This design comes from an exercise in tuning for small area on the open sky130 flow, not from production work. Only simulation tests tie the RTL to the original design; equivalence was not proved. Power and IR drop assume default switching activity.

Setup of alpha:
// cpu
module cpu(out, in, clk, reset);
input  [7:0] in;
input        clk, reset;
output [7:0] out;
reg  [7:0] out;
reg  [7:0] reg_a, reg_b, reg_c;
reg  [7:0] mem [0:15];
reg  [3:0] op;      
reg  [3:0] n;       
reg        s1, s0;
wire ex    = ~s1 & ~s0;
wire two_a = s1 & ~s0;
wire two_c = s1 &  s0;
reg  [3:0] enc_in;
always @(*) begin
	case (in[7:4])
	4'h0: enc_in = 4'b0001;  4'h1: enc_in = 4'b0110;  4'h2: enc_in = 4'b0100;  4'h3: enc_in = 4'b0011;
	4'h4: enc_in = 4'b0101;  4'h5: enc_in = 4'b0000;  4'h6: enc_in = 4'b1000;  4'h7: enc_in = 4'b1001;
	4'h8: enc_in = 4'b1010;  4'h9: enc_in = 4'b1011;  4'ha: enc_in = 4'b1100;  4'hb: enc_in = 4'b1101;
	4'hc: enc_in = 4'b0111;  4'hd: enc_in = 4'b1110;  4'he: enc_in = 4'b1111;  default: enc_in = 4'b0010;
	endcase
end
wire is_not = (op == 4'b0000);
wire is_nop = (op == 4'b0010);
wire is_outm= (op == 4'b0111);
wire op_alu = ex & ~op[3] & ~is_nop & ~is_outm;    
wire op_add = op_alu & ~is_not;                    
wire op_not = ex & is_not;
wire op_lda = ex & (op == 4'b1000);
wire op_ldb = ex & (op == 4'b1001);
wire op_sti = ex & (op == 4'b1010);
wire op_stc = ex & (op == 4'b1011);
wire op_ldm = ex & (op == 4'b1100);
wire op_outc= ex & (op == 4'b1101);
wire op_outm= ex & is_outm;
  ...
==> flow/config.mk <==
export PLATFORM = sky130hd
export DESIGN_NAME = cpu
export DESIGN_NICKNAME = cpu
export VERILOG_FILES = /design/flow/design.v
export SDC_FILE = /design/flow/constraint.sdc
export NUM_CORES = 4
export LEC_CHECK = 0
export CAP_MARGIN = 20
export CORE_MARGIN = 2
export CORE_UTILIZATION = 40
export SLEW_MARGIN = 20
export SYNTH_HIERARCHICAL = 1
==> flow/constraint.sdc <==
create_clock -name core_clock -period 5.0 [get_ports {clk}]
set_input_delay 1.0000 -clock core_clock [delete_from_list [all_inputs] [get_ports {clk}]]
set_output_delay 1.0000 -clock core_clock [all_outputs]
set_load 0.01 [all_outputs]
standard.sh (not shown) runs the stock make flow with config.mk's settings and CLKGATE_MAP_FILE= SYNTH_SCRIPT=/design/flow/synth_recipe.tcl, a recipe that flattens the netlist after the stock synthesis.
==> flow/flow/run.sh <==
#!/bin/bash
# The standard ORFS layout, with two changes made through ORFS's own variables:
# a clock tree of clkbuf_8 without dummy loads, and power recovery (downsizing
# of gates off the critical paths) after global routing.
set -euo pipefail
export CTS_ARGS="-sink_clustering_enable -repair_clock_nets -dont_use_dummy_load -buf_list sky130_fd_sc_hd__clkbuf_8"
export RECOVER_POWER=100
bash standard.sh > standard.log 2>&1
--- input diff alpha..beta ---
# alpha
export LEC_CHECK = 0
export CAP_MARGIN = 20
export CORE_MARGIN = 2
export CORE_UTILIZATION = 40
export SLEW_MARGIN = 20
export SYNTH_HIERARCHICAL = 1
create_clock -name core_clock -period 5.0 [get_ports {clk}]
# beta
export LEC_CHECK = 0
export CAP_MARGIN = 20
export CORE_MARGIN = 2
export CORE_UTILIZATION = 55
export SLEW_MARGIN = 20
export SYNTH_HIERARCHICAL = 1
create_clock -name core_clock -period 5.0 [get_ports {clk}]
==> flow/flow/run.sh <==
#!/bin/bash
# The standard ORFS layout (standard.sh), steered through ORFS's own variables:
#  - port buffers are buf_1 (the smallest buffer) instead of the resizer's pick;
#  - after floorplan, every combinational cell is swapped to the smallest cell
#    of its family (flow/downsize.tcl); later repair steps upsize where needed;
#  - a clock tree of clkbuf_8 without dummy loads;
#  - power recovery (downsizing off the critical paths) after global routing.
set -euo pipefail
here=$(pwd)
export BUFFER_PORTS_ARGS="-buffer_cell sky130_fd_sc_hd__buf_1"
export POST_FLOORPLAN_TCL="$here/flow/downsize.tcl"
export CTS_ARGS="-sink_clustering_enable -repair_clock_nets -dont_use_dummy_load -buf_list sky130_fd_sc_hd__clkbuf_8"
export RECOVER_POWER=100
bash standard.sh > standard.log 2>&1
==> flow/flow/downsize.tcl (new file) <==
# Swap every combinational cell to the smallest-area cell of its family
# (same name up to the drive-strength suffix); the later repair steps
# upsize again wherever slew, capacitance or timing needs it.
proc ds_family {name} {
  if {[regexp {^(sky130_fd_sc_hd__[a-z0-9]+)_[0-9]+$} $name -> fam]} { return $fam }
  return ""
}
set ds_db [ord::get_db]
set ds_best [dict create]
foreach lib [$ds_db getLibs] {
  foreach m [$lib getMasters] {
    set fam [ds_family [$m getName]]
    if {$fam eq ""} continue
    set lc [get_lib_cells -quiet */[$m getName]]
    if {$lc eq "" || [get_property $lc dont_use]} continue
    set a [expr {[$m getWidth] * [$m getHeight]}]
    if {![dict exists $ds_best $fam] || $a < [lindex [dict get $ds_best $fam] 1]} {
      dict set ds_best $fam [list $m $a]
    }
  }
}
set ds_n 0
foreach inst [[ord::get_db_block] getInsts] {
  set m [$inst getMaster]
  set name [$m getName]
  if {[regexp {df|dl|edf|sdf|conb|tap|fill|decap|clkbuf|clkinv|diode} $name]} continue
  set fam [ds_family $name]
  if {$fam eq "" || ![dict exists $ds_best $fam]} continue
  set best [lindex [dict get $ds_best $fam] 0]
  if {$best ne $m && [lindex [dict get $ds_best $fam] 1] < [$m getWidth] * [$m getHeight]} {
    replace_cell [get_cells [$inst getName]] [get_lib_cells */[$best getName]]
    incr ds_n
  }
}
puts "downsize: swapped $ds_n instances to their family's smallest cell"
[summary]
Row fraction of power consumed by sequential logic: beta higher / alpha lower
beta and alpha ended up with nearly the same global-route wire length before repair.
Of beta and alpha, the run reporting the higher die height was alpha.

port drivers added, routing unchanged:
The flow's constraints put no driver on any port. The routed layouts listed below were extracted and timed again, unchanged, in two steps. Step 1, drivers: a clkbuf_16 drives clk and a buf_2 each remaining input, both assumed. Step 2 times the ports against the registers' clock, not the clock port: input delays grow and output delays shrink by t, the midpoint of the rising clock arrivals with the driver on. Three values: ideal ports, drivers, drivers and shift; two values: the first two.
run	shift t [ns]	setup WS [ns]	hold slack, ns	worst setup path at the end	latest minus earliest clock arrival (ns)
alpha	0.489	0.226 / 0.226 / 0.075	0.653 / 0.653 / 0.653	input to register	0.018 / 0.018
beta	0.481	0.086 / 0.086 / 0.086	0.674 / 0.674 / 0.674	register to register	0.026 / 0.025
After both steps setup and hold are still met in every run listed. For alpha, which loses most, drivers alone change the setup slack by 0.000 ns; drivers and shift together by -0.151 ns.
